Optimization exercise on an open flow, not production practice. RTL: at most simulated, not proved equivalent. Power: default activity.

**run.sh**
```bash
#!/bin/bash
# synth_recipe.tcl (not shown) runs the flow's synth.tcl, then flattens the netlist and writes it again
# the make line also repeats each setting of config.mk as NAME=value (left out here)
make -C /OpenROAD-flow-scripts/flow DESIGN_CONFIG=/design/flow/config.mk WORK_HOME=/design/flow/orfs CLKGATE_MAP_FILE= SYNTH_SCRIPT=/design/flow/synth_recipe.tcl finish
```
**config.mk**
```make
export PLATFORM = sky130hd
export DESIGN_NAME = PipelineCPU
export DESIGN_NICKNAME = PipelineCPU
export VERILOG_FILES = /design/flow/design.v
export SDC_FILE = /design/flow/constraint.sdc
export NUM_CORES = 4
export LEC_CHECK = 0
export CAP_MARGIN = 20
export CORE_MARGIN = 2
export CORE_UTILIZATION = 40
export SETUP_SLACK_MARGIN = 4.3
export SLEW_MARGIN = 20
```
**constraint.sdc**
```tcl
create_clock -name core_clock -period 6.5 [get_ports {clk}]
set_input_delay 1.3000 -clock core_clock [delete_from_list [all_inputs] [get_ports {clk}]]
set_output_delay 1.3000 -clock core_clock [all_outputs]
set_load 0.01 [all_outputs]
```
**design.v**
```verilog
module ALU #(
  parameter W = 16
)(
  input [W-1:0] a, b,
  input ci,
  output [W-1:0] y,
  output co
);
  wire [W-1:0] p = a ^ b;
  wire [W-1:0] t = a | b;
  wire [W-1:0] gl [0:5];
  wire [W-1:0] tl [0:5];
  genvar i, k;
  generate
    for (i = 0; i < W; i = i + 1) begin : l1
      if (i >= 1) begin : s
        assign gl[1][i] = (a[i] & b[i]) | (a[i] & a[i-1] & b[i-1]) | (b[i] & a[i-1] & b[i-1]);
        assign tl[1][i] = t[i] & t[i-1];
      end else begin : n
        assign gl[1][i] = a[i] & b[i];
        assign tl[1][i] = t[i];
      end
    end
    for (k = 1; k < 5; k = k + 1) begin : lk
      for (i = 0; i < W; i = i + 1) begin : b
        if (i >= (1 << k)) begin : s
          assign gl[k+1][i] = gl[k][i] | (tl[k][i] & gl[k][i-(1<<k)]);
          assign tl[k+1][i] = tl[k][i] & tl[k][i-(1<<k)];
        end else begin : n
          assign gl[k+1][i] = gl[k][i];
          assign tl[k+1][i] = tl[k][i];
        end
      end
    end
  endgenerate
  wire [W:0] c = {gl[5] | (tl[5] & {W{ci}}), ci};
  assign y = p ^ c[W-1:0];
  assign co = c[W];
endmodule
module RegFile(
  input clk, rst, we,
  input [4:0] ra0, ra1, wa,
  input [31:0] wd,
  output [31:0] rd0, rd1
);
  reg [31:0] regvec[31:1];
  assign rd0 = (ra0 == 5'd0) ? 32'd0 : regvec[ra0];
  assign rd1 = (ra1 == 5'd0) ? 32'd0 : regvec[ra1];
  integer i;
  always @(posedge clk) begin
    if (rst) begin
      for (i = 1; i < 32; i = i + 1) regvec[i] <= 32'd0;
    end else if (we && wa != 5'd0) begin
      regvec[wa] <= wd;
    end
  end
endmodule
module Ctl(
  input [5:0] op,
  output is_add, is_addi, is_lw, is_sw, is_beq, is_j
);
  assign is_add = op == 6'b000000;
  assign is_addi = op == 6'b001000;
  assign is_lw = op == 6'b100011;
  assign is_sw = op == 6'b101011;
  assign is_beq = op == 6'b000100;
  assign is_j = op == 6'b000010;
endmodule
module PipelineCPU(
  input clk, rst,
  output [8:0] imem_addr,
  input [31:0] imem_data,
  output [8:0] dmem_addr,
  output [31:0] dmem_wdata,
  output dmem_we,
  input [31:0] dmem_rdata
);
  reg [8:0] pc;
  assign imem_addr = pc;
  wire [31:0] ins = imem_data;
  wire [4:0] rs = ins[25:21];
  wire [4:0] rt = ins[20:16];
  wire d_add, d_addi, d_lw, d_sw, d_beq, d_j;
  Ctl ctl(.op(ins[31:26]), .is_add(d_add), .is_addi(d_addi), .is_lw(d_lw),
          .is_sw(d_sw), .is_beq(d_beq), .is_j(d_j));
  wire beq_same = d_beq & (rs == rt);
  wire beq_cond = d_beq & (rs != rt);
  wire [4:0] dest = d_add ? ins[15:11] : rt;
  wire dest_nz = |dest;
  wire wr_alu = (d_add | d_addi) & dest_nz;
  wire wr_ld = d_lw & dest_nz;
  wire skippable = ~(wr_alu | wr_ld | d_sw | beq_cond);
  wire [31:0] rf_a, rf_b;
  reg ex_alu, ex_ld, ex_st, ex_br;
  reg f_am, f_bm, f_al, f_bl, f_aw, f_bw, f_an, f_bn, f_sm, f_sw, f_sn, f_any;
  reg [4:0] ex_dest;
  reg [31:0] ex_a, ex_bs, ex_sd;
  reg [8:0] ex_tgt;
  reg mem_alu, mem_ld, mem_st, mem_br;
  reg [4:0] mem_dest;
  reg [15:0] mem_ylo, mem_ahi, mem_bhi;
  reg mem_c16, mem_fa, mem_fb, mem_fa2, mem_fb2, mem_fan, mem_fbn, mem_eqlo;
  reg [31:0] mem_wd;
  reg [8:0] mem_tgt;
  reg wb_wr;
  reg [4:0] wb_dest;
  reg [31:0] wb_val;
  wire [15:0] wb_hi = wb_val[31:16];
  reg [15:0] wb2_hi;
  wire ex_zero;
  reg wb_taken;
  reg [8:0] wb_tgt;
  wire [8:0] pc1, btgt, pm1;
  wire pc1_co, btgt_co, pm1_co;
  ALU #(.W(9)) inc(.a(pc), .b(9'd0), .ci(1'b1), .y(pc1), .co(pc1_co));
  ALU #(.W(9)) badd(.a(pc), .b(ins[8:0]), .ci(1'b1), .y(btgt), .co(btgt_co));
  ALU #(.W(9)) dec(.a(pc), .b(9'h1ff), .ci(1'b0), .y(pm1), .co(pm1_co));
  wire bz = d_beq & ex_alu & ~f_any &
            (((rt == 5'd0) & (rs == ex_dest)) | ((rs == 5'd0) & (rt == ex_dest)));
  wire bz_go = bz & ex_zero & ~wb_taken;
  reg fv [0:15];
  reg [4:0] ftag [0:15];
  reg [8:0] fsucc [0:15];
  reg [15:0] fidx;
  reg [14:0] fsel;
  integer e;
  always @(*) begin
    fsel = 15'd0;
    for (e = 0; e < 16; e = e + 1)
      fsel = fsel | ({15{fidx[e]}} & {fv[e], ftag[e], fsucc[e]});
  end
  wire fhit = fsel[14] & (fsel[13:9] == pc[8:4]);
  wire [8:0] seqn = fhit ? fsel[8:0] : pc1;
  wire [8:0] succ = d_j ? ins[8:0] : beq_same ? btgt : pc1;
  reg fu;
  reg [8:0] fu_key;
  always @(posedge clk) begin
    fu <= ~rst & ~wb_taken & ~d_j & ~beq_same & ~bz_go & fhit;
    fu_key <= pc;
  end
  reg fw;
  reg [8:0] fw_key, fw_succ;
  always @(posedge clk) begin
    fw <= ~rst & skippable;
    fw_key <= fu ? fu_key : pm1;
    fw_succ <= succ;
  end
  integer k;
  always @(posedge clk) begin
    if (rst) begin
      for (k = 0; k < 16; k = k + 1) fv[k] <= 1'b0;
    end else if (fw) begin
      fv[fw_key[3:0]] <= 1'b1;
      ftag[fw_key[3:0]] <= fw_key[8:4];
      fsucc[fw_key[3:0]] <= fw_succ;
    end
  end
  function [15:0] onehot(input [3:0] v);
    onehot = 16'd1 << v;
  endfunction
  reg [15:0] wb_tgt_oh;
  wire [8:0] pc_base = wb_taken ? wb_tgt :
                       d_j ? ins[8:0] :
                       beq_same ? btgt : seqn;
  wire [15:0] idx_base = wb_taken ? wb_tgt_oh :
                         d_j ? onehot(ins[3:0]) :
                         beq_same ? onehot(btgt[3:0]) :
                         fhit ? onehot(fsel[3:0]) : onehot(pc1[3:0]);
  wire [8:0] pc_next = bz_go ? btgt : pc_base;
  wire [15:0] idx_next = bz_go ? onehot(btgt[3:0]) : idx_base;
  always @(posedge clk) begin
    if (rst) begin
      pc <= 9'd0;
      fidx <= 16'd1;
    end else begin
      pc <= pc_next;
      fidx <= idx_next;
    end
  end
  wire mem_wr = mem_alu | mem_ld;
  wire [15:0] ahi = {16{mem_fa}} & wb_hi | {16{mem_fa2}} & wb2_hi | {16{mem_fan}} & mem_ahi;
  wire [15:0] bhi = {16{mem_fb}} & wb_hi | {16{mem_fb2}} & wb2_hi | {16{mem_fbn}} & mem_bhi;
  wire br_taken = mem_br & mem_eqlo & (ahi == bhi);
  wire [15:0] yhi;
  wire co_hi;
  ALU #(.W(16)) alu_hi(.a(ahi), .b(bhi), .ci(mem_c16), .y(yhi), .co(co_hi));
  wire [31:0] mem_val = mem_ld ? dmem_rdata : {yhi, mem_ylo};
  wire [31:0] op_a = (wb_wr & (rs == wb_dest)) ? wb_val : rf_a;
  wire [31:0] op_b = (wb_wr & (rt == wb_dest)) ? wb_val : rf_b;
  wire ex_wr = ex_alu | ex_ld;
  wire use_b = d_add | d_beq;
  always @(posedge clk) begin
    if (rst | wb_taken) begin
      ex_alu <= 1'b0;
      ex_ld <= 1'b0;
      ex_st <= 1'b0;
      ex_br <= 1'b0;
    end else begin
      ex_alu <= wr_alu;
      ex_ld <= wr_ld;
      ex_st <= d_sw;
      ex_br <= beq_cond & ~bz;
    end
    f_am <= ex_alu & (rs == ex_dest);
    f_bm <= ex_alu & (rt == ex_dest) & use_b;
    f_al <= ex_ld & (rs == ex_dest);
    f_bl <= ex_ld & (rt == ex_dest) & use_b;
    f_aw <= mem_wr & (rs == mem_dest) & ~(ex_wr & (rs == ex_dest));
    f_bw <= mem_wr & (rt == mem_dest) & ~(ex_wr & (rt == ex_dest)) & use_b;
    f_any <= ex_wr & ((rs == ex_dest) | (rt == ex_dest) & use_b) |
             mem_wr & ((rs == mem_dest) | (rt == mem_dest) & use_b);
    f_an <= ~(ex_wr & (rs == ex_dest)) & ~(mem_wr & (rs == mem_dest));
    f_bn <= ~(ex_wr & (rt == ex_dest) & use_b) & ~(mem_wr & (rt == mem_dest) & use_b);
    f_sm <= ex_wr & (rt == ex_dest);
    f_sw <= mem_wr & (rt == mem_dest) & ~(ex_wr & (rt == ex_dest));
    f_sn <= ~(ex_wr & (rt == ex_dest)) & ~(mem_wr & (rt == mem_dest));
    ex_dest <= dest;
    ex_a <= op_a;
    ex_bs <= (d_add | d_beq) ? op_b : {{16{ins[15]}}, ins[15:0]};
    ex_sd <= op_b;
    ex_tgt <= btgt;
  end
  wire [15:0] alo = {16{f_am}} & mem_ylo | {16{f_al}} & dmem_rdata[15:0] |
                    {16{f_aw}} & wb_val[15:0] | {16{f_an}} & ex_a[15:0];
  wire [15:0] blo = {16{f_bm}} & mem_ylo | {16{f_bl}} & dmem_rdata[15:0] |
                    {16{f_bw}} & wb_val[15:0] | {16{f_bn}} & ex_bs[15:0];
  wire [15:0] ylo;
  wire c16;
  ALU #(.W(16)) alu_lo(.a(alo), .b(blo), .ci(1'b0), .y(ylo), .co(c16));
  assign ex_zero = ((ex_a ^ ex_bs) == {ex_a[30:0] | ex_bs[30:0], 1'b0});
  wire [31:0] sd = {32{f_sm}} & mem_val | {32{f_sw}} & wb_val | {32{f_sn}} & ex_sd;
  always @(posedge clk) begin
    if (rst | wb_taken) begin
      mem_alu <= 1'b0;
      mem_ld <= 1'b0;
      mem_st <= 1'b0;
      mem_br <= 1'b0;
    end else begin
      mem_alu <= ex_alu;
      mem_ld <= ex_ld;
      mem_st <= ex_st & ~br_taken;
      mem_br <= ex_br;
    end
    mem_dest <= ex_dest;
    mem_ylo <= ylo;
    mem_c16 <= c16;
    mem_ahi <= ex_a[31:16];
    mem_bhi <= ex_bs[31:16];
    mem_fa <= f_am | f_al;
    mem_fb <= f_bm | f_bl;
    mem_fa2 <= f_aw;
    mem_fb2 <= f_bw;
    mem_fan <= f_an;
    mem_fbn <= f_bn;
    mem_eqlo <= (alo == blo);
    mem_wd <= sd;
    mem_tgt <= ex_tgt;
  end
  assign dmem_addr = mem_ylo[10:2];
  assign dmem_wdata = mem_wd;
  assign dmem_we = mem_st;
  always @(posedge clk) begin
    wb_wr <= ~rst & mem_wr & ~wb_taken;
    wb_taken <= ~rst & br_taken & ~wb_taken;
    wb_tgt <= mem_tgt;
    wb_tgt_oh <= onehot(mem_tgt[3:0]);
    wb_dest <= mem_dest;
    wb_val <= mem_val;
    wb2_hi <= wb_hi;
  end
  RegFile reg_file(.clk(clk), .rst(rst), .we(wb_wr), .wa(wb_dest), .wd(wb_val),
                   .ra0(rs), .ra1(rt), .rd0(rf_a), .rd1(rf_b));
endmodule
```
==> impl_metrics.toml, run 1 <==
[synth]
synth_ff_type = "edfxtp_1"
ys_seq_area_share_pct = 57.2
synth_cell_types = 66
synth-edff-count = 1248
syn_inst = 5437
yosys_warnings = 4
synthArstFlopShare_pct = 0
syn_area_per_cell_um2 = 14.5
synth_area_um2 = 78900
ys_ff_latch = 1630

[min_path]
hold_depth = 0
worstHoldStart = "mem_tgt[4]"
worst_hold_path_type = "reg -> reg"
holdPathEnd = "wb_tgt[4]"

[global_routing]
grt_usage_pct = 30.3
grt_pass1_vias = 53900
grt_max_degree = 50
grt_first_pass_wirelength_mm = 422
antenna_found_initial = 29
overflow = 0

[worst_setup_path]
cp-start-kind = "register"
r2r-start = "fidx[12]"
crit_required_ps = 7260
cp_max_fo = 12
critPathCaptureType = "register"
path_class = "reg -> reg"
r2r_cells = 10
worstSetupStartpoint = "fidx[12]"
worst_r2r_endpoint = "fidx[14]"
r2r_setup_slack_ps = 3040
cp.arrival_ps = 4220

[power_and_ir_drop]
p_per_area_nw_per_um2 = 272
fin_total_pwr_w = 0.0283
ir_worst_vdd_uv = 236
p_leak_nw = 38.6

[timing]
slew_violations = 0
fmax_mhz = 289
period_needed_ps = 3460
worst_slew_pin_slew_ps = 1140
finalCritPeriodShare_pct = 53.2
relSlewSlack_pct = 23.7
skew_ps = 74.5
hold_violations = 0
setup_viol = 0
fin_ws_ps = 3040
rsz0062_at_grt = "true"
tns_ps = 0

[placement]
gp_congestion = 0.918
hpwl_mm = 163
dpl_cell_area_um2 = 84300
placed_cells = 7884
portBuffers = 116
place_worst_setup_slack_ps = 1650

[routing]
drtIter0Drc = 8804
vias = 56400
ant_nets = 0
drcViolationCount = 0
drt_first_pass_iters = 9
routedWlPerCell_um = 35.8
via_per_inst = 6.31
wl_mm = 320

[floorplan]
fp.coreArea_um2 = 197000
dieArea_um2 = 201000
rows = 163
initial_core_util_pct = 40.1
io_pins = 117
die_x_um = 448
die_y_um = 448

[cells_and_area]
drive_above_1_share_pct = 40.4
area.growth.synth_to_final_pct = 31.6
regArea_um2 = 45300
multi_input_area_um2 = 35300
fin_nets = 6316
final_cells = 8936
fill_cells = 15600
final_area_um2 = 104000

[clock_tree]
clk_path_buf_depth = 3
clk_pin_slew_ps = 60
clock_latency_ps = 850
numCtsBuffers = 173
clockRootBuffer = "clkbuf_16"
cts_num_sinks = 1630
cts_tree = "yes"
h-tree-depth = 4

[flow_run]
drv_cap = 0

[outcome]
status = "no timing/DRC/antenna violations"
## state kept, by name, summed over array words and instances, names as in the netlist, 32 cells and up
signal           cells
ex_bs               32
mem_wd              32
reg_file.regvec   1024
fsucc              144
ex_a                32
ex_sd               32
ftag                80
wb_val              32
## kinds of logic (layout without fill, tap and decap cells)
kind of cell | Yosys count | after routing | share of synthesized area (%)
AO/OA/AOI/OAI | 600 | 600 | 5.49
XOR/XNOR | 125 | 125 | 1.39
adder cells (fa/ha/maj) | 111 | 111 | 1.77
buffers and inverters | 684 | 1478 | 3.31
flip-flops | 1630 | 1630 | 57.2
multiplexers | 756 | 756 | 19.8
other | 1 | 45 | 0.00475
AND/OR/NAND/NOR | 1530 | 1551 | 11.0
## per-layer routing
layer / GRT usage, % / part of all wire [%]
met1: 39.3 / 35
met2: 46.3 / 45
met3: 7.98 / 13
met4: 16.9 / 7.2
met5: 0 / 0.072
## worst max path at each step
stage	to	cells after the start
global placement	ex_bs[1]	8
finish	fidx[14]	10
detailed placement	ex_bs[1]	8
global route	fidx[14]	11
CTS	fidx[14]	10
floorplan	ex_bs[11]	8
## cell usage after synthesis (all sizes together) (8+ instances only)
| cell | number | share of area (%) |
|---|---|---|
| edfxtp | 1248 | 47 |
| and2 | 1003 | 8.0 |
| mux4 | 640 | 18 |
| clkbuf | 400 | 1.9 |
| dfxtp | 382 | 9.7 |
| nand2 | 179 | 0.85 |
| inv | 176 | 0.84 |
| o21ai | 175 | 1.1 |
| nor2 | 141 | 0.67 |
| ha | 110 | 1.7 |
| a22oi | 107 | 1.0 |
| buf | 105 | 0.56 |
| mux2i | 68 | 0.86 |
| xor2 | 67 | 0.74 |
| xnor2 | 58 | 0.64 |
| a222oi | 57 | 0.72 |
| nor3 | 50 | 0.32 |
| a22o | 48 | 0.53 |
| mux2 | 48 | 0.68 |
| a221oi | 46 | 0.54 |
| nand3 | 34 | 0.22 |
| nand4 | 32 | 0.25 |
| a211oi | 28 | 0.27 |
| a21o | 25 | 0.24 |
| a21oi | 21 | 0.14 |
| a31oi | 20 | 0.16 |
| nor4 | 20 | 0.16 |
| nand2b | 15 | 0.12 |
| a311oi | 13 | 0.15 |
| o211ai | 11 | 0.10 |
| or4 | 11 | 0.11 |
| a211o | 10 | 0.11 |
| and3 | 10 | 0.079 |
| o31ai | 9 | 0.086 |
| or2 | 8 | 0.063 |
## metrics by stage
stage / hold slack [ps] / util (%)
2_1_floorplan: 310 / -
3_3_place_gp: 310 / 42.8
3_5_place_dp: 312 / 42.9
4_1_cts: 325 / 50.9
5_1_grt: 329 / 52.8
6_report: 322 / 52.8
## power by group
group          internal [W]  switching (W)  total, W
logic               0.00226        0.00363   0.00590
registers            0.0120       0.000513    0.0125
clock network       0.00551        0.00440   0.00991
total                0.0197        0.00854    0.0283
## cell type report
class                   count  share of cell area, %
flip-flops and latches   1630                   43.6
multi-input cells        3175                   34.0
repair buffers            979                   13.0
clock buffers             251                   4.78
well taps                2640                   3.18
inverters                 179                  0.685
clock inverters            68                  0.612
diodes                     13                 0.0313
repair inverters            1                0.00843
## critical path, stage by stage, from the launching register on
cell,delay [ps]
dfxtp_2,360
buf_8,170
a22o_1,220
a221oi_2,190
nand4_1,280
xnor2_2,230
or4_4,570
or4_4,540
a221o_1,370
a211o_1,280
a21oi_2,140
## placed cells by master, fill, tap and decap left out, types with 84 or more instances in the layout
master        n
ha_1         84
buf_16       93
inv_1       153
clkbuf_16   212
buf_4       380
buf_12      185
buf_6       165
a22oi_1      89
mux4_2      640
and2_1      927
dfxtp_1     304
edfxtp_1   1248
nand2_1     153
## what timing repair did
item,in CTS,in global routing
buffers inserted,460,123
resized for setup,1212,401
cloned,95,42
pin swaps,241,168
hold buffers,0,0
setup endpoints to repair,2482,1250
Testbench counts, summed over its fixed seeds: cycles 62,604.
==> run 2, diff against run 1 <==
--- a/design.v
+++ b/design.v
@@ -121,16 +121,8 @@
   reg fv [0:15];
   reg [4:0] ftag [0:15];
   reg [8:0] fsucc [0:15];
-  reg [15:0] fidx;
-  reg [14:0] fsel;
-  integer e;
-  always @(*) begin
-    fsel = 15'd0;
-    for (e = 0; e < 16; e = e + 1)
-      fsel = fsel | ({15{fidx[e]}} & {fv[e], ftag[e], fsucc[e]});
-  end
-  wire fhit = fsel[14] & (fsel[13:9] == pc[8:4]);
-  wire [8:0] seqn = fhit ? fsel[8:0] : pc1;
+  wire fhit = fv[pc[3:0]] & (ftag[pc[3:0]] == pc[8:4]);
+  wire [8:0] seqn = fhit ? fsucc[pc[3:0]] : pc1;
   wire [8:0] succ = d_j ? ins[8:0] : beq_same ? btgt : pc1;
   reg fu;
   reg [8:0] fu_key;
@@ -155,27 +147,13 @@
       fsucc[fw_key[3:0]] <= fw_succ;
     end
   end
-  function [15:0] onehot(input [3:0] v);
-    onehot = 16'd1 << v;
-  endfunction
-  reg [15:0] wb_tgt_oh;
   wire [8:0] pc_base = wb_taken ? wb_tgt :
                        d_j ? ins[8:0] :
                        beq_same ? btgt : seqn;
-  wire [15:0] idx_base = wb_taken ? wb_tgt_oh :
-                         d_j ? onehot(ins[3:0]) :
-                         beq_same ? onehot(btgt[3:0]) :
-                         fhit ? onehot(fsel[3:0]) : onehot(pc1[3:0]);
   wire [8:0] pc_next = bz_go ? btgt : pc_base;
-  wire [15:0] idx_next = bz_go ? onehot(btgt[3:0]) : idx_base;
-  always @(posedge clk) begin
-    if (rst) begin
-      pc <= 9'd0;
-      fidx <= 16'd1;
-    end else begin
-      pc <= pc_next;
-      fidx <= idx_next;
-    end
+  always @(posedge clk) begin
+    if (rst) pc <= 9'd0;
+    else pc <= pc_next;
   end
   wire mem_wr = mem_alu | mem_ld;
   wire [15:0] ahi = {16{mem_fa}} & wb_hi | {16{mem_fa2}} & wb2_hi | {16{mem_fan}} & mem_ahi;
@@ -263,7 +241,6 @@
     wb_wr <= ~rst & mem_wr & ~wb_taken;
     wb_taken <= ~rst & br_taken & ~wb_taken;
     wb_tgt <= mem_tgt;
-    wb_tgt_oh <= onehot(mem_tgt[3:0]);
     wb_dest <= mem_dest;
     wb_val <= mem_val;
     wb2_hi <= wb_hi;
==> impl_metrics.toml, run 2 <==
[floorplan]
rows = 162
dieArea_um2 = 198000
fp.coreArea_um2 = 194000
initial_core_util_pct = 40.1
die_y_um = 445
io_pins = 117
die_x_um = 445

[power_and_ir_drop]
p_per_area_nw_per_um2 = 276
ir_worst_vdd_uv = 236
p_leak_nw = 37.9

[timing]
finalCritPeriodShare_pct = 52.3
fmax_mhz = 294
worst_slew_pin_slew_ps = 1170
rsz0062_at_grt = "true"
tns_ps = 0
hold_violations = 0
skew_ps = 73.7
period_needed_ps = 3400
relSlewSlack_pct = 21.7
slew_violations = 0
setup_viol = 0

[clock_tree]
clockRootBuffer = "clkbuf_16"
h-tree-depth = 4
cts_tree = "yes"
clk_path_buf_depth = 3
hold_buffers = 0
numCtsBuffers = 175
clk_pin_slew_ps = 60
cts_num_sinks = 1598
clock_latency_ps = 860

[global_routing]
grt_usage_pct = 29.0
overflow = 0
grt_first_pass_wirelength_mm = 401
grt_max_degree = 53
antenna_found_initial = 25
grt_pass1_vias = 51000

[outcome]
status = "no timing/DRC/antenna violations"

[cells_and_area]
final_area_um2 = 101000
drive_above_1_share_pct = 38.9
regMostFlops = "reg_file.regvec"
layout_commonest_cell = "edfxtp_1"
fin_nets = 6006
final_cell_mix = "edfxtp_1, and2_1, mux4_2, buf_4, dfxtp_1"
area.growth.synth_to_final_pct = 30.0
largest_register_ffs = 1024
final_cells = 8534

[routing]
drcViolationCount = 0
via_per_inst = 6.21
wl_mm = 304
drtIter0Drc = 7916
drt_first_pass_iters = 9
ant_nets = 0
vias = 53000
routedWlPerCell_um = 35.6

[worst_setup_path]
critPathCaptureType = "register"
critPathBufInv = 2
cp_max_fo = 3
crit_chain = "buf_12 > a222oi_1 > buf_4 > ha_2 > or2_4 > a2111oi_4 > o41ai_4 > o22ai_2 > o31ai_4 > nor3_2 > or3_1 > a31o_1 > a21o_1"
cpPeakStageDelay_ps = 480
crit_required_ps = 7230
crit_slowest_cell = "o41ai_4"
crit_family = "compound AO/OA/AOI/OAI gates"
path_class = "reg -> reg"
cp.arrival_ps = 4130
cp-start-kind = "register"

[flow_run]
drv_cap = 0

[synth]
synthMuxAreaShare_pct = 22.2
ys_ff_latch = 1598
yosys_warnings = 4
yosys.area.top_type_share_pct = 48.1
synthArstFlopShare_pct = 0
synth_top_family_by_area = "multiplexers"
yosysMostFrequentCell = "edfxtp_1"
synth_compound_gate_area_share_pct = 3.73
syn_inst = 5180
yosysTopAreaCell = "edfxtp_1"
synth_cell_types = 79
ys_seq_area_share_pct = 57.1
syn_area_per_cell_um2 = 15.0
synth-adder-area-share_pct = 1.74
synth_commonest_cells = "edfxtp_1, and2_1, mux4_2, clkbuf_1, dfxtp_1"
ys_top_cells_by_area = "edfxtp_1, mux4_2, dfxtp_1"
synth-edff-count = 1248
yosys.area_share.simple_pct = 10.6
synthXorXnorAreaFrac_pct = 1.42
synth_ff_type = "edfxtp_1"
synth_area_um2 = 77900

[placement]
placed_cells = 7516
gp_congestion = 0.933
portBuffers = 116
dpl_cell_area_um2 = 82900
hpwl_mm = 154

[min_path]
worst_hold_path_type = "reg -> reg"
## run 2: cell types whose count changed in the layout (fill, tap and decap cells not counted), moves of 30 or more
cell / delta
nor2_1: -40
and2_1: +60
and2_4: -59
a22o_1: -37
buf_8: -30
a22oi_1: -36
mux4_2: +69
buf_4: -48
mux2i_1: +49
## run 2: through the flow
stage	power (W)	util [%]	hold slack (ps)	setup WS (ps)
6_report	0.0280	52.2	318	3100
5_1_grt	0.0286	52.1	318	3080
4_1_cts	0.0276	50.1	319	3210
3_5_place_dp	0.0166	42.7	312	1300
3_3_place_gp	0.0166	42.7	310	1350
2_1_floorplan	0.0149	-	310	3130
## run 2: layout make-up
class | instances | area (µm²)
antenna | 12 | 30.0
multi-input combinational | 2964 | 33800
fill | 15400 | 92900
sequential | 1598 | 44600
timing repair buffer | 918 | 13100
clock buffer | 224 | 4820
inverter | 173 | 706
tap | 2542 | 3180
timing repair inverter | 2 | 32.5
clock inverter | 101 | 951
## run 2: cell families (layout without fill, tap and decap cells)
group / after synthesis / after routing
simple gates: 1430 / 1445
mux: 834 / 834
flops: 1598 / 1598
buf+inv: 668 / 1418
other cells: 1 / 44
xor+xnor: 126 / 126
compound gates: 415 / 419
fa+ha+maj: 108 / 108
## run 2: path summary, 6_finish.rpt
check / from / endpoint / slack [ps] / cells after the start
setup / recovery: wb_val[19] / mem_wd[30] / 3100 / 13
hold / removal: mem_tgt[6] / wb_tgt[6] / 320 / 0
setup reg to reg: wb_val[19] / mem_wd[30] / 3100 / 13
hold reg to reg: mem_tgt[6] / wb_tgt[6] / 320 / 0
## run 2: worst register-to-register path: cells and delay by family (launching register included)
kind | cells | cell delay (ps)
compound gates | 7 | 1880
fa+ha+maj | 1 | 190
buf+inv | 2 | 330
flops | 1 | 350
simple gates | 3 | 530
## run 2: layer usage
metal | vias up | track usage (%) | routed length [µm]
met4 | 14 | 18.4 | 23600
met3 | 794 | 5.66 | 33500
met2 | 3705 | 44.6 | 136000
met5 | - | 0 | 96
li1 | 21100 | - | -
met1 | 27300 | 37.7 | 111000
## run 2: where the power goes
part / leakage (nW) / internal (W) / total, W / switching [W]
Clock: 2.81 / 0.00567 / 0.0101 / 0.00440
Sequential: 15.6 / 0.0117 / 0.0123 / 0.000541
Combinational: 19.5 / 0.00231 / 0.00564 / 0.00333
Total: 37.9 / 0.0197 / 0.0280 / 0.00826
## run 2: what timing repair did
item | in CTS | in global routing
resized for setup | 942 | 302
gates cloned | 98 | 57
setup buffers | 379 | 147
pin swaps | 202 | 145
endpoints found under the setup margin | 2472 | 1176
Testbench counts of run 2, summed over its fixed seeds: cycles 62,604.
==> run 3, diff against run 2 <==
--- a/design.v
+++ b/design.v
@@ -86,9 +86,10 @@
   wire beq_same = d_beq & (rs == rt);
   wire beq_cond = d_beq & (rs != rt);
   wire [4:0] dest = d_add ? ins[15:11] : rt;
-  wire dest_nz = |dest;
-  wire wr_alu = (d_add | d_addi) & dest_nz;
-  wire wr_ld = d_lw & dest_nz;
+  wire rd_nz = |ins[15:11];
+  wire rt_nz = |rt;
+  wire wr_alu = d_add & rd_nz | d_addi & rt_nz;
+  wire wr_ld = d_lw & rt_nz;
   wire skippable = ~(wr_alu | wr_ld | d_sw | beq_cond);
   wire [31:0] rf_a, rf_b;
   reg ex_alu, ex_ld, ex_st, ex_br;
@@ -99,14 +100,13 @@
   reg mem_alu, mem_ld, mem_st, mem_br;
   reg [4:0] mem_dest;
   reg [15:0] mem_ylo, mem_ahi, mem_bhi;
-  reg mem_c16, mem_fa, mem_fb, mem_fa2, mem_fb2, mem_fan, mem_fbn, mem_eqlo;
+  reg mem_c16, mem_fa, mem_fb, mem_eqlo;
   reg [31:0] mem_wd;
   reg [8:0] mem_tgt;
   reg wb_wr;
   reg [4:0] wb_dest;
   reg [31:0] wb_val;
   wire [15:0] wb_hi = wb_val[31:16];
-  reg [15:0] wb2_hi;
   wire ex_zero;
   reg wb_taken;
   reg [8:0] wb_tgt;
@@ -156,8 +156,8 @@
     else pc <= pc_next;
   end
   wire mem_wr = mem_alu | mem_ld;
-  wire [15:0] ahi = {16{mem_fa}} & wb_hi | {16{mem_fa2}} & wb2_hi | {16{mem_fan}} & mem_ahi;
-  wire [15:0] bhi = {16{mem_fb}} & wb_hi | {16{mem_fb2}} & wb2_hi | {16{mem_fbn}} & mem_bhi;
+  wire [15:0] ahi = mem_fa ? wb_hi : mem_ahi;
+  wire [15:0] bhi = mem_fb ? wb_hi : mem_bhi;
   wire br_taken = mem_br & mem_eqlo & (ahi == bhi);
   wire [15:0] yhi;
   wire co_hi;
@@ -216,34 +216,29 @@
     end else begin
       mem_alu <= ex_alu;
       mem_ld <= ex_ld;
-      mem_st <= ex_st & ~br_taken;
+      mem_st <= ex_st;
       mem_br <= ex_br;
     end
     mem_dest <= ex_dest;
     mem_ylo <= ylo;
     mem_c16 <= c16;
-    mem_ahi <= ex_a[31:16];
-    mem_bhi <= ex_bs[31:16];
+    mem_ahi <= f_aw ? wb_val[31:16] : ex_a[31:16];
+    mem_bhi <= f_bw ? wb_val[31:16] : ex_bs[31:16];
     mem_fa <= f_am | f_al;
     mem_fb <= f_bm | f_bl;
-    mem_fa2 <= f_aw;
-    mem_fb2 <= f_bw;
-    mem_fan <= f_an;
-    mem_fbn <= f_bn;
     mem_eqlo <= (alo == blo);
     mem_wd <= sd;
     mem_tgt <= ex_tgt;
   end
   assign dmem_addr = mem_ylo[10:2];
   assign dmem_wdata = mem_wd;
-  assign dmem_we = mem_st;
+  assign dmem_we = mem_st & ~wb_taken;
   always @(posedge clk) begin
     wb_wr <= ~rst & mem_wr & ~wb_taken;
     wb_taken <= ~rst & br_taken & ~wb_taken;
     wb_tgt <= mem_tgt;
     wb_dest <= mem_dest;
     wb_val <= mem_val;
-    wb2_hi <= wb_hi;
   end
   RegFile reg_file(.clk(clk), .rst(rst), .we(wb_wr), .wa(wb_dest), .wd(wb_val),
                    .ra0(rs), .ra1(rt), .rd0(rf_a), .rd1(rf_b));
==> impl_metrics.toml, run 3 <==
[worst_setup_path]
cp.arrival_ps = 3800
r2r-start = "mem_fa"
cp-start-kind = "primary input"
path_class = "in -> reg"
worstSetupStartpoint = "imem_data[21]"
critPathCaptureType = "register"
cp_max_fo = 10
crit_required_ps = 7190
r2r_cells = 12

[power_and_ir_drop]
pwr-share-clk_pct = 35.4
fin_total_pwr_w = 0.0282
p_leak_nw = 39.3
ir_worst_vdd_uv = 241
p_per_area_nw_per_um2 = 267
p_sw_w = 0.00855
p_comb_share_pct = 22.0
internal_power_w = 0.0196
p_sw_share_pct = 30.3
p_seq_share_pct = 42.6

[timing]
skew_ps = 61.0
slew_violations = 0
setup_viol = 0
worst_slew_pin_slew_ps = 1050
hold_violations = 0
relSlewSlack_pct = 29.7
finalCritPeriodShare_pct = 47.9
rsz0062_at_grt = "true"
tns_ps = 0
period_needed_ps = 3110
fmax_mhz = 322

[synth]
ys_seq_area_share_pct = 56.7
synth_ff_type = "edfxtp_1"
synth_commonest_cells = "edfxtp_1, and2_1, mux4_2, clkbuf_1, dfxtp_1"
synth-edff-count = 1248
synth_area_um2 = 77700
syn_area_per_cell_um2 = 14.9
yosysMostFrequentCell = "edfxtp_1"
ys_ff_latch = 1578
synthArstFlopShare_pct = 0
syn_inst = 5228
yosys.area.top_type_share_pct = 48.2
ys_top_cells_by_area = "edfxtp_1, mux4_2, dfxtp_1"
yosys_warnings = 4
synth_cell_types = 67
yosysTopAreaCell = "edfxtp_1"

[min_path]
hold_depth = 0
worst_hold_path_type = "reg -> reg"
worstHoldStart = "mem_tgt[1]"

[cells_and_area]
multi_input_area_um2 = 35100
regArea_um2 = 44200
fin_nets = 6178
final_cell_mix = "edfxtp_1, and2_1, mux4_2, buf_4, dfxtp_1"
largest_register_ffs = 1024
regMostFlops = "reg_file.regvec"
fill_cells = 14600
layout_commonest_cell = "edfxtp_1"
area.growth.synth_to_final_pct = 35.6
drive_above_1_share_pct = 44.1

[flow_run]
drv_cap = 0

[floorplan]
io_pins = 117
dieArea_um2 = 198000
fp.coreArea_um2 = 193000
die_y_um = 445
die_x_um = 445
initial_core_util_pct = 40.3
rows = 161

[clock_tree]
numCtsBuffers = 169
clockRootBuffer = "clkbuf_16"
cts_tree = "yes"
cts_num_sinks = 1578
clk_pin_slew_ps = 60
clock_latency_ps = 850
h-tree-depth = 4
clk_path_buf_depth = 3

[placement]
portBuffers = 116
hpwl_mm = 155
gp_congestion = 0.844

[global_routing]
grt_first_pass_wirelength_mm = 414
overflow = 0
grt_pass1_vias = 52800
grt_usage_pct = 30.0
antenna_found_initial = 23
grt_max_degree = 51

[routing]
drt_first_pass_iters = 8
routedWlPerCell_um = 37.4
drcViolationCount = 0
vias = 56000
via_per_inst = 6.45
wl_mm = 325
drtIter0Drc = 9084
ant_nets = 0

[outcome]
status = "no timing/DRC/antenna violations"
run 3: cell count changes after synthesis, sizes merged, moves of 8 or more:
cell,previous run,this run
mux2i,79,112
xnor2,63,95
nand4,13,5
mux2,46,35
o21ai,152,164
inv,172,201
dfxtp,350,330
clkbuf,393,370
nand2,176,191
a21oi,8,41
buf,102,126
xor2,63,39
a222oi,53,23
run 3: final cells by class:
cell class,instances,area share [%]
inverters,201,0.769
well taps,2526,3.00
clock buffers,222,4.36
flip-flops and latches,1578,42.0
clock inverters,94,0.972
repair inverters,2,0.0190
multi-input cells,3004,33.3
diodes,14,0.0332
repair buffers,1045,15.6
run 3: what timing repair did:
action,CTS,global route
buffers inserted,464,133
cloned,128,73
endpoints found under the setup margin,2461,1886
pin swaps,183,168
resized for setup,1168,575
hold buffers,0,0
run 3: per-stage QoR:
step	cell area, µm²	hold WS [ps]	cells	setup WS [ps]	utilization, %
floorplan	80800	310	5259	2940	-
global placement	82800	311	7554	1610	43.0
detailed placement	82900	312	7558	1620	43.0
CTS	100000	318	8466	3230	51.9
global route	105000	334	8679	3300	54.7
finish	105000	323	8686	3390	54.7
run 3: power by group through the flow:
stage	combinational (W)	sequential, W	clock (W)
final	0.00619	0.0120	0.00998
after global placement	0.00430	0.0122	0
after detailed placement	0.00431	0.0123	0
after floorplan	0.00274	0.0120	0
after global routing	0.00629	0.0121	0.0104
after CTS	0.00563	0.0120	0.00995
run 3: path summary, 6_finish.rpt:
kind / endpoint / slack (ps)
hold / removal: wb_tgt[1] / 320
setup reg to reg: mem_wd[27] / 3400
setup / recovery: ex_a[1] / 3390
hold reg to reg: wb_tgt[1] / 320
run 3: critical path, cell delays in order:
cell     delay [ps]
buf_16          130
buf_6           110
buf_8           140
buf_12          140
buf_16          170
mux4_2          510
mux4_2          660
mux2i_4         450
o21ai_1         140
run 3: per-layer routing:
| metal | GRT usage [%] | share of wire, % | up-vias |
|---|---|---|---|
| li1 | - | - | 21400 |
| met1 | 38.9 | 35 | 28700 |
| met2 | 46.1 | 44 | 4681 |
| met3 | 6.88 | 13 | 1186 |
| met4 | 17.9 | 7.5 | 10 |
| met5 | 0 | 0.018 | - |
run 3: cell families (layout without fill, tap and decap cells):
logic type	Yosys count	after routing	share of synthesized area, %
buffers and inverters	697	1564	3.47
and+or+nand+nor	1434	1454	10.6
DFF	1578	1578	56.7
muxes	854	854	22.4
xor gates and xnor gates	134	134	1.51
adders and majority gates	111	111	1.80
other	1	46	0.00482
AOI/OAI and AO/OA	419	419	3.49
Testbench counts of run 3, summed over its fixed seeds: cycles 62,604.
==> run 4, diff against run 3 <==
--- a/design.v
+++ b/design.v
@@ -41,11 +41,20 @@
   input clk, rst, we,
   input [4:0] ra0, ra1, wa,
   input [31:0] wd,
-  output [31:0] rd0, rd1
+  output reg [31:0] rd0, rd1
 );
   reg [31:0] regvec[31:1];
-  assign rd0 = (ra0 == 5'd0) ? 32'd0 : regvec[ra0];
-  assign rd1 = (ra1 == 5'd0) ? 32'd0 : regvec[ra1];
+  wire [31:0] dec0 = 32'd1 << ra0;
+  wire [31:0] dec1 = 32'd1 << ra1;
+  integer r;
+  always @(*) begin
+    rd0 = 32'd0;
+    rd1 = 32'd0;
+    for (r = 1; r < 32; r = r + 1) begin
+      rd0 = rd0 | ({32{dec0[r]}} & regvec[r]);
+      rd1 = rd1 | ({32{dec1[r]}} & regvec[r]);
+    end
+  end
   integer i;
   always @(posedge clk) begin
     if (rst) begin
@@ -86,21 +95,20 @@
   wire beq_same = d_beq & (rs == rt);
   wire beq_cond = d_beq & (rs != rt);
   wire [4:0] dest = d_add ? ins[15:11] : rt;
-  wire rd_nz = |ins[15:11];
-  wire rt_nz = |rt;
-  wire wr_alu = d_add & rd_nz | d_addi & rt_nz;
-  wire wr_ld = d_lw & rt_nz;
+  wire dest_nz = |dest;
+  wire wr_alu = (d_add | d_addi) & dest_nz;
+  wire wr_ld = d_lw & dest_nz;
   wire skippable = ~(wr_alu | wr_ld | d_sw | beq_cond);
   wire [31:0] rf_a, rf_b;
   reg ex_alu, ex_ld, ex_st, ex_br;
-  reg f_am, f_bm, f_al, f_bl, f_aw, f_bw, f_an, f_bn, f_sm, f_sw, f_sn, f_any;
+  reg f_am, f_bm, f_al, f_bl, f_aw, f_bw, f_an, f_bn, f_sm, f_sw, f_any;
   reg [4:0] ex_dest;
   reg [31:0] ex_a, ex_bs, ex_sd;
   reg [8:0] ex_tgt;
   reg mem_alu, mem_ld, mem_st, mem_br;
   reg [4:0] mem_dest;
   reg [15:0] mem_ylo, mem_ahi, mem_bhi;
-  reg mem_c16, mem_fa, mem_fb, mem_eqlo;
+  reg mem_c16, mem_fa, mem_fb, mem_sfw, mem_eqlo;
   reg [31:0] mem_wd;
   reg [8:0] mem_tgt;
   reg wb_wr;
@@ -115,14 +123,21 @@
   ALU #(.W(9)) inc(.a(pc), .b(9'd0), .ci(1'b1), .y(pc1), .co(pc1_co));
   ALU #(.W(9)) badd(.a(pc), .b(ins[8:0]), .ci(1'b1), .y(btgt), .co(btgt_co));
   ALU #(.W(9)) dec(.a(pc), .b(9'h1ff), .ci(1'b0), .y(pm1), .co(pm1_co));
-  wire bz = d_beq & ex_alu & ~f_any &
-            (((rt == 5'd0) & (rs == ex_dest)) | ((rs == 5'd0) & (rt == ex_dest)));
+  wire bz = d_beq & ex_alu & ~f_any & (rt == 5'd0) & (rs == ex_dest);
   wire bz_go = bz & ex_zero & ~wb_taken;
   reg fv [0:15];
   reg [4:0] ftag [0:15];
   reg [8:0] fsucc [0:15];
-  wire fhit = fv[pc[3:0]] & (ftag[pc[3:0]] == pc[8:4]);
-  wire [8:0] seqn = fhit ? fsucc[pc[3:0]] : pc1;
+  wire [15:0] fdec = 16'd1 << pc[3:0];
+  reg [14:0] fsel;
+  integer e;
+  always @(*) begin
+    fsel = 15'd0;
+    for (e = 0; e < 16; e = e + 1)
+      fsel = fsel | ({15{fdec[e]}} & {fv[e], ftag[e], fsucc[e]});
+  end
+  wire fhit = fsel[14] & (fsel[13:9] == pc[8:4]);
+  wire [8:0] seqn = fhit ? fsel[8:0] : pc1;
   wire [8:0] succ = d_j ? ins[8:0] : beq_same ? btgt : pc1;
   reg fu;
   reg [8:0] fu_key;
@@ -191,7 +206,6 @@
     f_bn <= ~(ex_wr & (rt == ex_dest) & use_b) & ~(mem_wr & (rt == mem_dest) & use_b);
     f_sm <= ex_wr & (rt == ex_dest);
     f_sw <= mem_wr & (rt == mem_dest) & ~(ex_wr & (rt == ex_dest));
-    f_sn <= ~(ex_wr & (rt == ex_dest)) & ~(mem_wr & (rt == mem_dest));
     ex_dest <= dest;
     ex_a <= op_a;
     ex_bs <= (d_add | d_beq) ? op_b : {{16{ins[15]}}, ins[15:0]};
@@ -206,7 +220,7 @@
   wire c16;
   ALU #(.W(16)) alu_lo(.a(alo), .b(blo), .ci(1'b0), .y(ylo), .co(c16));
   assign ex_zero = ((ex_a ^ ex_bs) == {ex_a[30:0] | ex_bs[30:0], 1'b0});
-  wire [31:0] sd = {32{f_sm}} & mem_val | {32{f_sw}} & wb_val | {32{f_sn}} & ex_sd;
+  wire [31:0] sd = f_sw ? wb_val : ex_sd;
   always @(posedge clk) begin
     if (rst | wb_taken) begin
       mem_alu <= 1'b0;
@@ -216,7 +230,7 @@
     end else begin
       mem_alu <= ex_alu;
       mem_ld <= ex_ld;
-      mem_st <= ex_st;
+      mem_st <= ex_st & ~br_taken;
       mem_br <= ex_br;
     end
     mem_dest <= ex_dest;
@@ -224,6 +238,7 @@
     mem_c16 <= c16;
     mem_ahi <= f_aw ? wb_val[31:16] : ex_a[31:16];
     mem_bhi <= f_bw ? wb_val[31:16] : ex_bs[31:16];
+    mem_sfw <= f_sm;
     mem_fa <= f_am | f_al;
     mem_fb <= f_bm | f_bl;
     mem_eqlo <= (alo == blo);
@@ -231,8 +246,8 @@
     mem_tgt <= ex_tgt;
   end
   assign dmem_addr = mem_ylo[10:2];
-  assign dmem_wdata = mem_wd;
-  assign dmem_we = mem_st & ~wb_taken;
+  assign dmem_wdata = mem_sfw ? wb_val : mem_wd;
+  assign dmem_we = mem_st;
   always @(posedge clk) begin
     wb_wr <= ~rst & mem_wr & ~wb_taken;
     wb_taken <= ~rst & br_taken & ~wb_taken;
--- a/config.mk
+++ b/config.mk
@@ -7,6 +7,8 @@
 export LEC_CHECK = 0
 export CAP_MARGIN = 20
 export CORE_MARGIN = 2
-export CORE_UTILIZATION = 40
+export CORE_UTILIZATION = 50
+export PLACE_DENSITY = 0.65
 export SETUP_SLACK_MARGIN = 4.3
 export SLEW_MARGIN = 20
+export TNS_END_PERCENT = 100
==> impl_metrics.toml, run 4 <==
[synth]
synth_commonest_cells = "edfxtp_1, and2_1, a22oi_1, clkbuf_1, dfxtp_1"
yosysMostFrequentCell = "edfxtp_1"
ys_ff_latch = 1546
syn_area_per_cell_um2 = 11.8
synthArstFlopShare_pct = 0
syn_inst = 6145
yosys.area.top_type_share_pct = 50.4
synth_ff_type = "edfxtp_1"
synth_cell_types = 80
ys_seq_area_share_pct = 59.5
yosysTopAreaCell = "edfxtp_1"
ys_top_cells_by_area = "edfxtp_1, dfxtp_1, and2_1"
synth_area_um2 = 72400
yosys_warnings = 4
synth-edff-count = 1216

[clock_tree]
h-tree-depth = 4
clk_path_buf_depth = 3
numCtsBuffers = 165
clockRootBuffer = "clkbuf_16"
hold_buffers = 0
cts_num_sinks = 1546

[outcome]
error = "[ERROR GRT-0232] Routing congestion too high. Check the congestion heatmap in the GUI."
stop_stage = "global routing"
status = "stopped before the end"

[placement]
place_worst_setup_slack_ps = 752
hpwl_mm = 220
placed_cells = 7852
gp_congestion = 1.04
portBuffers = 116

[floorplan]
die_y_um = 385
initial_core_util_pct = 50.4
rows = 139
die_x_um = 385
io_pins = 117

[global_routing]
grt_usage_pct = 69.3
grt_max_degree = 47
overflow = 3
## run 4: changes by cell type after synthesis, sizes merged, moves of 118 or more
cell	change
nand4	+118
mux4	-707
a22oi	+647
a22o	+134
clkbuf	+141
nor2	+140
a221oi	+143
## run 4: kinds of logic after synthesis
kind of cell | share of synthesized area (%)
muxes | 2.64
adders and majority gates | 2.01
buffers and inverters | 3.86
DFF | 59.5
xor gates and xnor gates | 1.48
AOI/OAI and AO/OA | 15.4
and+or+nand+nor | 15.1
## run 4: metal layers
layer	GRT overflow	global-route usage, %
met2	1	81.0
met3	0	59.8
met5	0	39.0
met1	0	71.4
met4	2	61.3
## run 4: how the worst max path moves through the flow
stage | slack, ps | from | end
after CTS | 3080 | mem_sfw | dmem_wdata[8]
after detailed placement | 750 | imem_data[19] | ex_bs[7]
after global placement | 850 | imem_data[19] | ex_bs[7]
after floorplan | 2900 | imem_data[27] | fw
## run 4: power groups by stage
stage          clock network (W)  registers, W  logic (W)
3_3_place_gp                   0        0.0120    0.00331
4_1_cts                  0.00950        0.0118    0.00454
3_5_place_dp                   0        0.0120    0.00333
2_1_floorplan                  0        0.0117    0.00195
## run 4: timing repair
action | 4_1_cts
cloned | 117
setup buffers | 774
endpoints found under the setup margin | 2445
gates resized for setup | 1841
pin swaps | 484
## run 4: through the flow
stage / power (W) / area, µm²
CTS: 0.0259 / 100000
detailed placement: 0.0153 / 78200
global placement: 0.0153 / 78100
floorplan: 0.0136 / 75900
Testbench counts of run 4, summed over its fixed seeds: cycles 62,604.
==> run 5, diff against run 4 <==
--- a/design.v
+++ b/design.v
@@ -41,20 +41,11 @@
   input clk, rst, we,
   input [4:0] ra0, ra1, wa,
   input [31:0] wd,
-  output reg [31:0] rd0, rd1
+  output [31:0] rd0, rd1
 );
   reg [31:0] regvec[31:1];
-  wire [31:0] dec0 = 32'd1 << ra0;
-  wire [31:0] dec1 = 32'd1 << ra1;
-  integer r;
-  always @(*) begin
-    rd0 = 32'd0;
-    rd1 = 32'd0;
-    for (r = 1; r < 32; r = r + 1) begin
-      rd0 = rd0 | ({32{dec0[r]}} & regvec[r]);
-      rd1 = rd1 | ({32{dec1[r]}} & regvec[r]);
-    end
-  end
+  assign rd0 = (ra0 == 5'd0) ? 32'd0 : regvec[ra0];
+  assign rd1 = (ra1 == 5'd0) ? 32'd0 : regvec[ra1];
   integer i;
   always @(posedge clk) begin
     if (rst) begin
@@ -95,9 +86,10 @@
   wire beq_same = d_beq & (rs == rt);
   wire beq_cond = d_beq & (rs != rt);
   wire [4:0] dest = d_add ? ins[15:11] : rt;
-  wire dest_nz = |dest;
-  wire wr_alu = (d_add | d_addi) & dest_nz;
-  wire wr_ld = d_lw & dest_nz;
+  wire rd_nz = |ins[15:11];
+  wire rt_nz = |rt;
+  wire wr_alu = d_add & rd_nz | d_addi & rt_nz;
+  wire wr_ld = d_lw & rt_nz;
   wire skippable = ~(wr_alu | wr_ld | d_sw | beq_cond);
   wire [31:0] rf_a, rf_b;
   reg ex_alu, ex_ld, ex_st, ex_br;
@@ -108,7 +100,7 @@
   reg mem_alu, mem_ld, mem_st, mem_br;
   reg [4:0] mem_dest;
   reg [15:0] mem_ylo, mem_ahi, mem_bhi;
-  reg mem_c16, mem_fa, mem_fb, mem_sfw, mem_eqlo;
+  reg mem_c16, mem_fa, mem_fb, mem_eqlo;
   reg [31:0] mem_wd;
   reg [8:0] mem_tgt;
   reg wb_wr;
@@ -118,13 +110,27 @@
   wire ex_zero;
   reg wb_taken;
   reg [8:0] wb_tgt;
-  wire [8:0] pc1, btgt, pm1;
-  wire pc1_co, btgt_co, pm1_co;
-  ALU #(.W(9)) inc(.a(pc), .b(9'd0), .ci(1'b1), .y(pc1), .co(pc1_co));
-  ALU #(.W(9)) badd(.a(pc), .b(ins[8:0]), .ci(1'b1), .y(btgt), .co(btgt_co));
-  ALU #(.W(9)) dec(.a(pc), .b(9'h1ff), .ci(1'b0), .y(pm1), .co(pm1_co));
+  function [8:0] add9(input [8:0] a, input [8:0] b, input ci);
+    reg [8:0] p, gg, tt;
+    integer d, i;
+    begin
+      p = a ^ b;
+      gg = a & b;
+      tt = a | b;
+      for (d = 1; d < 9; d = d * 2)
+        for (i = 8; i >= d; i = i - 1) begin
+          gg[i] = gg[i] | (tt[i] & gg[i-d]);
+          tt[i] = tt[i] & tt[i-d];
+        end
+      add9 = p ^ {gg[7:0] | (tt[7:0] & {8{ci}}), ci};
+    end
+  endfunction
+  wire [8:0] pc1 = add9(pc, 9'd0, 1'b1);
+  wire [8:0] btgt = add9(pc, ins[8:0], 1'b1);
+  wire [8:0] pm1 = add9(pc, 9'h1ff, 1'b0);
   wire bz = d_beq & ex_alu & ~f_any & (rt == 5'd0) & (rs == ex_dest);
   wire bz_go = bz & ex_zero & ~wb_taken;
+  wire hold = d_sw & ex_alu & (rt == ex_dest);
   reg fv [0:15];
   reg [4:0] ftag [0:15];
   reg [8:0] fsucc [0:15];
@@ -142,7 +148,7 @@
   reg fu;
   reg [8:0] fu_key;
   always @(posedge clk) begin
-    fu <= ~rst & ~wb_taken & ~d_j & ~beq_same & ~bz_go & fhit;
+    fu <= ~rst & ~wb_taken & ~hold & ~d_j & ~beq_same & ~bz_go & fhit;
     fu_key <= pc;
   end
   reg fw;
@@ -163,6 +169,7 @@
     end
   end
   wire [8:0] pc_base = wb_taken ? wb_tgt :
+                       hold ? pc :
                        d_j ? ins[8:0] :
                        beq_same ? btgt : seqn;
   wire [8:0] pc_next = bz_go ? btgt : pc_base;
@@ -183,7 +190,7 @@
   wire ex_wr = ex_alu | ex_ld;
   wire use_b = d_add | d_beq;
   always @(posedge clk) begin
-    if (rst | wb_taken) begin
+    if (rst | wb_taken | hold) begin
       ex_alu <= 1'b0;
       ex_ld <= 1'b0;
       ex_st <= 1'b0;
@@ -204,7 +211,7 @@
              mem_wr & ((rs == mem_dest) | (rt == mem_dest) & use_b);
     f_an <= ~(ex_wr & (rs == ex_dest)) & ~(mem_wr & (rs == mem_dest));
     f_bn <= ~(ex_wr & (rt == ex_dest) & use_b) & ~(mem_wr & (rt == mem_dest) & use_b);
-    f_sm <= ex_wr & (rt == ex_dest);
+    f_sm <= ex_ld & (rt == ex_dest);
     f_sw <= mem_wr & (rt == mem_dest) & ~(ex_wr & (rt == ex_dest));
     ex_dest <= dest;
     ex_a <= op_a;
@@ -220,7 +227,7 @@
   wire c16;
   ALU #(.W(16)) alu_lo(.a(alo), .b(blo), .ci(1'b0), .y(ylo), .co(c16));
   assign ex_zero = ((ex_a ^ ex_bs) == {ex_a[30:0] | ex_bs[30:0], 1'b0});
-  wire [31:0] sd = f_sw ? wb_val : ex_sd;
+  wire [31:0] sd = f_sm ? dmem_rdata : f_sw ? wb_val : ex_sd;
   always @(posedge clk) begin
     if (rst | wb_taken) begin
       mem_alu <= 1'b0;
@@ -238,7 +245,6 @@
     mem_c16 <= c16;
     mem_ahi <= f_aw ? wb_val[31:16] : ex_a[31:16];
     mem_bhi <= f_bw ? wb_val[31:16] : ex_bs[31:16];
-    mem_sfw <= f_sm;
     mem_fa <= f_am | f_al;
     mem_fb <= f_bm | f_bl;
     mem_eqlo <= (alo == blo);
@@ -246,7 +252,7 @@
     mem_tgt <= ex_tgt;
   end
   assign dmem_addr = mem_ylo[10:2];
-  assign dmem_wdata = mem_sfw ? wb_val : mem_wd;
+  assign dmem_wdata = mem_wd;
   assign dmem_we = mem_st;
   always @(posedge clk) begin
     wb_wr <= ~rst & mem_wr & ~wb_taken;
--- a/config.mk
+++ b/config.mk
@@ -7,8 +7,6 @@
 export LEC_CHECK = 0
 export CAP_MARGIN = 20
 export CORE_MARGIN = 2
-export CORE_UTILIZATION = 50
-export PLACE_DENSITY = 0.65
+export CORE_UTILIZATION = 40
 export SETUP_SLACK_MARGIN = 4.3
 export SLEW_MARGIN = 20
-export TNS_END_PERCENT = 100
==> impl_metrics.toml, run 5 <==
[timing]
skew_ps = 62.4
slew_violations = 0
hold_violations = 0
period_needed_ps = 3430
relSlewSlack_pct = 12.6
finalCritPeriodShare_pct = 52.8
fmax_mhz = 291
setup_viol = 0
worst_slew_pin_slew_ps = 1300
rsz0062_at_grt = "true"
tns_ps = 0

[worst_setup_path]
cpMostUsedCell = "buf_16"
crit_slowest_cell = "o211ai_1"
cp_max_fo = 5
cp.arrival_ps = 4210
r2r_setup_slack_ps = 3190
path_class = "in -> reg"
cpPeakStageDelay_ps = 730
cp-start-kind = "primary input"
worst_r2r_endpoint = "pc[7]"
crit_required_ps = 7280
crit_chain = "buf_16 > buf_16 > nor2_4 > buf_12 > buf_8 > buf_12 > buf_16 > buf_6 > a221oi_4 > nor2_1 > o211ai_1 > o21ai_2 > o21ai_1"
r2r_cells = 13
critPathCaptureType = "register"
r2r-start = "pc[0]"

[routing]
drt_first_pass_iters = 10
routedWlPerCell_um = 38.1
drtIter0Drc = 11000
ant_nets = 0
drcViolationCount = 0
via_per_inst = 6.56
wl_mm = 365
vias = 62900

[cells_and_area]
final_cell_mix = "edfxtp_1, and2_1, mux4_2, and2_4, buf_4"
layout_commonest_cell = "edfxtp_1"
fill_cells = 14700
largest_register_ffs = 1024
regMostFlops = "reg_file.regvec"
final_cells = 9588
fin_util_pct = 56.5
fin_nets = 6980
area.growth.synth_to_final_pct = 39.9
drive_above_1_share_pct = 42.1

[flow_run]
drv_cap = 0

[global_routing]
grt_pass1_vias = 57700
grt_max_degree = 65
grt_usage_pct = 32.2
grt_first_pass_wirelength_mm = 451
overflow = 0
antenna_found_initial = 41

[synth]
synthArstFlopShare_pct = 0
ys_top_cells_by_area = "edfxtp_1, mux4_2, dfxtp_1"
synth_area_um2 = 78800
synth_ff_type = "edfxtp_1"
synth-edff-count = 1248
ys_seq_area_share_pct = 55.9
syn_area_per_cell_um2 = 13.4
ys_ff_latch = 1577
yosysTopAreaCell = "edfxtp_1"
yosys_warnings = 3
yosysMostFrequentCell = "edfxtp_1"
synth_cell_types = 82
syn_inst = 5899
synth_commonest_cells = "edfxtp_1, and2_1, mux4_2, clkbuf_1, o21ai_0"
yosys.area.top_type_share_pct = 47.5

[min_path]
worstHoldStart = "mem_tgt[0]"
holdPathEnd = "wb_tgt[0]"
worst_hold_path_type = "reg -> reg"
hold_depth = 0

[floorplan]
fp.coreArea_um2 = 195000
rows = 162
dieArea_um2 = 201000
io_pins = 117
initial_core_util_pct = 40.3
die_y_um = 448
die_x_um = 448

[placement]
hpwl_mm = 162
gp_congestion = 0.893
placed_cells = 8280
portBuffers = 116

[clock_tree]
clk_path_buf_depth = 3
cts_tree = "yes"
clock_latency_ps = 870
hold_buffers = 0
numCtsBuffers = 168
cts_num_sinks = 1577
clk_pin_slew_ps = 60
clockRootBuffer = "clkbuf_16"
h-tree-depth = 4

[power_and_ir_drop]
ir_worst_vdd_uv = 272
p_leak_nw = 41.5
p_per_area_nw_per_um2 = 270

[outcome]
status = "no timing/DRC/antenna violations"
==> run 5: critical path: cells and delay by family <==
kind,cells,cell delay (ps)
AO/OA/AOI/OAI,4,1730
buffers and inverters,7,980
AND/OR/NAND/NOR,2,140
==> run 5: logic make-up (layout without fill, tap and decap cells) <==
kind of cell    after synthesis  count (layout)  share of synthesized area [%]
flops                      1577            1577                           55.9
other cells                   1              61                        0.00476
simple gates               1620            1633                           11.5
xor+xnor                    120             120                           1.33
mux                         867             867                           18.4
buf+inv                     709            1698                           3.61
compound gates              888             891                           7.45
fa+ha+maj                   117             117                           1.87
==> run 5: area by class of cell <==
cell class | count | area, µm² | share of cell area, %
Timing Repair inverter | 2 | 32.5 | 0.0295
Clock buffer | 230 | 4600 | 4.17
Antenna cell | 29 | 72.6 | 0.0658
Tap cell | 2624 | 3280 | 2.98
Inverter | 158 | 659 | 0.598
Sequential cell | 1577 | 44200 | 40.1
Multi-Input combinational cell | 3660 | 37100 | 33.6
Clock inverter | 78 | 797 | 0.722
Timing Repair Buffer | 1230 | 19500 | 17.7
==> run 5: routing by layer <==
layer | GRT usage, % | routed length, µm | vias to the layer above
met5 | 0.144 | 276 | -
met4 | 21.8 | 34400 | 26
met3 | 8.72 | 55900 | 1669
met2 | 47.6 | 152000 | 5895
met1 | 41.3 | 123000 | 31300
li1 | - | - | 24000
==> run 5: timing repair <==
action	4_1_cts	5_1_grt
gates cloned	148	87
gates resized for setup	1417	776
buffers inserted	558	176
pin swaps	248	253
endpoints found under the setup margin	2436	2106
==> run 5: metrics by stage <==
stage / hold slack [ps] / setup slack (ps) / instance area (µm²) / power [W]
floorplan: 310 / 3230 / 81900 / 0.0154
global placement: 310 / 1730 / 83900 / 0.0174
detailed placement: 313 / 1650 / 84000 / 0.0174
CTS: 319 / 3310 / 104000 / 0.0286
global route: 327 / 3110 / 110000 / 0.0303
finish: 323 / 3070 / 110000 / 0.0298
==> run 5: report_power, final <==
| group | internal, W | leakage (nW) | switching, W | total, W |
|---|---|---|---|---|
| logic | 0.00308 | 23.5 | 0.00452 | 0.00761 |
| clock network | 0.00532 | 2.62 | 0.00443 | 0.00976 |
| registers | 0.0118 | 15.3 | 0.000657 | 0.0124 |
| total | 0.0202 | 41.5 | 0.00962 | 0.0298 |
==> run 5: worst max path at each step <==
stage	start	endpoint	depth (start not counted)
after floorplan	imem_data[0]	pc[8]	10
after global placement	rst	reg_file.regvec[29][13]	7
after detailed placement	rst	reg_file.regvec[29][13]	7
after CTS	pc[0]	pc[7]	13
after global routing	pc[0]	pc[7]	13
final	imem_data[23]	ex_a[0]	13
Testbench counts of run 5, summed over its fixed seeds: cycles 63,165.
==> run 6, diff against run 5 <==
--- a/design.v
+++ b/design.v
@@ -135,20 +135,22 @@
   reg [4:0] ftag [0:15];
   reg [8:0] fsucc [0:15];
   wire [15:0] fdec = 16'd1 << pc[3:0];
-  reg [14:0] fsel;
+  reg [15:0] fmatch;
+  reg [8:0] fsel;
   integer e;
   always @(*) begin
-    fsel = 15'd0;
-    for (e = 0; e < 16; e = e + 1)
-      fsel = fsel | ({15{fdec[e]}} & {fv[e], ftag[e], fsucc[e]});
-  end
-  wire fhit = fsel[14] & (fsel[13:9] == pc[8:4]);
-  wire [8:0] seqn = fhit ? fsel[8:0] : pc1;
+    fsel = 9'd0;
+    for (e = 0; e < 16; e = e + 1) begin
+      fmatch[e] = fdec[e] & fv[e] & (ftag[e] == pc[8:4]);
+      fsel = fsel | ({9{fdec[e]}} & fsucc[e]);
+    end
+  end
+  wire fhit = |fmatch;
   wire [8:0] succ = d_j ? ins[8:0] : beq_same ? btgt : pc1;
   reg fu;
   reg [8:0] fu_key;
   always @(posedge clk) begin
-    fu <= ~rst & ~wb_taken & ~hold & ~d_j & ~beq_same & ~bz_go & fhit;
+    fu <= ~rst & fold;
     fu_key <= pc;
   end
   reg fw;
@@ -171,8 +173,9 @@
   wire [8:0] pc_base = wb_taken ? wb_tgt :
                        hold ? pc :
                        d_j ? ins[8:0] :
-                       beq_same ? btgt : seqn;
-  wire [8:0] pc_next = bz_go ? btgt : pc_base;
+                       beq_same ? btgt : pc1;
+  wire fold = fhit & ~wb_taken & ~hold & ~d_j & ~beq_same & ~bz_go;
+  wire [8:0] pc_next = fold ? fsel : bz_go ? btgt : pc_base;
   always @(posedge clk) begin
     if (rst) pc <= 9'd0;
     else pc <= pc_next;
==> impl_metrics.toml, run 6 <==
[worst_setup_path]
crit_slowest_cell = "or4_4"
cp_max_fo = 6
crit_required_ps = 7220
cp-start-kind = "primary input"
path_class = "in -> reg"
worst-path-stages = 10
crit_chain = "buf_16 > or4_4 > nor3_4 > or4b_4 > buf_6 > or4_4 > nor2_1 > o31ai_1 > a211oi_1 > nor3_1"
r2r_cells = 9
cpMostUsedCell = "or4_4"
r2r_setup_slack_ps = 3460
r2r-start = "ex_a[21]"
critPathCaptureType = "register"
worst_r2r_endpoint = "pc[3]"
critPathBufInv = 2
cpPeakStageDelay_ps = 550
cp.arrival_ps = 3830
crit_family = "simple AND/OR/NAND/NOR gates"

[clock_tree]
hold_buffers = 0
h-tree-depth = 4
clockRootBuffer = "clkbuf_16"
numCtsBuffers = 168
cts_tree = "yes"
cts_num_sinks = 1577
clk_path_buf_depth = 3
clk_pin_slew_ps = 60
clock_latency_ps = 860

[routing]
wl_mm = 335
drtIter0Drc = 9568
via_per_inst = 6.31
drt_first_pass_iters = 6
drcViolationCount = 0
vias = 60000
routedWlPerCell_um = 35.2
ant_nets = 0

[floorplan]
die_y_um = 448
dieArea_um2 = 201000
die_x_um = 448
rows = 163
fp.coreArea_um2 = 197000
io_pins = 117
initial_core_util_pct = 40.1

[placement]
gp_congestion = 0.932
place_worst_setup_slack_ps = 1690
portBuffers = 116
hpwl_mm = 157
dpl_cell_area_um2 = 84400

[synth]
synthArstFlopShare_pct = 0
syn_area_per_cell_um2 = 13.3
synth_commonest_cells = "edfxtp_1, and2_1, mux4_2, clkbuf_1, o21ai_0"
syn_inst = 5929
yosysMostFrequentCell = "edfxtp_1"
synthMuxAreaShare_pct = 18.5
yosys.area_share.simple_pct = 11.6
synth-adder-area-share_pct = 1.86
synth_compound_gate_area_share_pct = 6.65
synthXorXnorAreaFrac_pct = 2.20
synth_top_family_by_area = "multiplexers"
synth-edff-count = 1248
ys_seq_area_share_pct = 55.8
synth_ff_type = "edfxtp_1"
yosysTopAreaCell = "edfxtp_1"
ys_top_cells_by_area = "edfxtp_1, mux4_2, dfxtp_1"
ys_ff_latch = 1577
synth_cell_types = 73
yosys_warnings = 3
yosys.area.top_type_share_pct = 47.4
synth_area_um2 = 79000

[timing]
rsz0062_at_grt = "true"
setup_viol = 0
worst_slew_pin_slew_ps = 1130
finalCritPeriodShare_pct = 47.9
fmax_mhz = 322
relSlewSlack_pct = 24.4
slew_violations = 0
skew_ps = 73.3
tns_ps = 0
fin_ws_ps = 3390
hold_violations = 0
period_needed_ps = 3110

[power_and_ir_drop]
ir_worst_vdd_uv = 270
p_leak_nw = 40.1
p_per_area_nw_per_um2 = 261

[cells_and_area]
drive_above_1_share_pct = 39.6
layout_commonest_cell = "edfxtp_1"
fill_cells = 15200
final_cell_mix = "edfxtp_1, and2_1, mux4_2, buf_4, dfxtp_1"
regArea_um2 = 44200
fin_nets = 6902
multi_input_area_um2 = 37500
regMostFlops = "reg_file.regvec"
final_area_um2 = 108000
area.growth.synth_to_final_pct = 36.6
largest_register_ffs = 1024

[min_path]
holdPathEnd = "wb_tgt[4]"
worst_hold_path_type = "reg -> reg"
worstHoldStart = "mem_tgt[4]"
hold_depth = 0

[global_routing]
grt_max_degree = 65
grt_pass1_vias = 56600
antenna_found_initial = 26
grt_usage_pct = 30.5
overflow = 0
grt_first_pass_wirelength_mm = 431

[outcome]
status = "no timing/DRC/antenna violations"

[flow_run]
drv_cap = 0
run 6: cell count changes in the layout (fill, tap and decap cells not counted), moves of 34 or more:
cell	previous run	this run
buf_12	291	243
a22oi_1	116	82
buf_6	222	164
xnor2_1	39	135
and2_4	309	83
and2_1	696	921
o21ai_1	104	63
buf_4	302	372
run 6: how the worst max path moves through the flow:
stage,slack (ps),to,from
floorplan,2670,pc[2],imem_data[16]
global placement,1700,pc[2],imem_data[26]
detailed placement,1690,reg_file.regvec[31][30],rst
CTS,3420,pc[3],imem_data[17]
global route,3370,pc[4],imem_data[17]
finish,3390,pc[5],imem_data[17]
run 6: cell families (layout without fill, tap and decap cells):
family	count (synthesis)	in the layout
AO/OA/AOI/OAI	816	820
XOR/XNOR	198	198
adder cells (fa/ha/maj)	117	117
buffers and inverters	708	1577
flip-flops	1577	1577
multiplexers	877	877
other	1	46
AND/OR/NAND/NOR	1635	1659
run 6: where the power goes:
group | switching [W] | total [W] | internal [W]
Sequential | 0.000617 | 0.0122 | 0.0116
Clock | 0.00431 | 0.00988 | 0.00557
Combinational | 0.00363 | 0.00611 | 0.00248
Total | 0.00855 | 0.0282 | 0.0196
run 6: layout make-up:
cell class | instances | area share (%)
multi-input combinational | 3703 | 34.8
clock buffer | 222 | 4.21
antenna | 14 | 0.0325
clock inverter | 86 | 0.963
tap | 2640 | 3.06
sequential | 1577 | 41.0
inverter | 159 | 0.603
timing repair buffer | 1110 | 15.4
run 6: what timing repair did:
| item | 4_1_cts | 5_1_grt |
|---|---|---|
| pin swaps | 231 | 225 |
| buffers inserted | 475 | 183 |
| gates cloned | 119 | 80 |
| setup endpoints to repair | 2435 | 1527 |
| resized for setup | 1362 | 591 |
run 6: through the flow:
stage	total power [W]	hold WS (ps)	util [%]	std cells
2_1_floorplan	0.0146	310	-	5960
3_3_place_gp	0.0162	310	42.8	8327
3_5_place_dp	0.0162	312	42.9	8332
4_1_cts	0.0274	323	51.8	9234
5_1_grt	0.0287	328	54.8	9500
6_report	0.0282	323	54.8	9511
run 6: routing by layer:
layer | wire, µm | global-route usage [%] | vias to the layer above
met5 | 36 | 0 | -
met4 | 27800 | 20.2 | 6
met3 | 43100 | 6.62 | 1149
met2 | 145000 | 45.9 | 4520
met1 | 119000 | 39.6 | 30500
li1 | - | - | 23900
Testbench counts of run 6, summed over its fixed seeds: cycles 63,165.
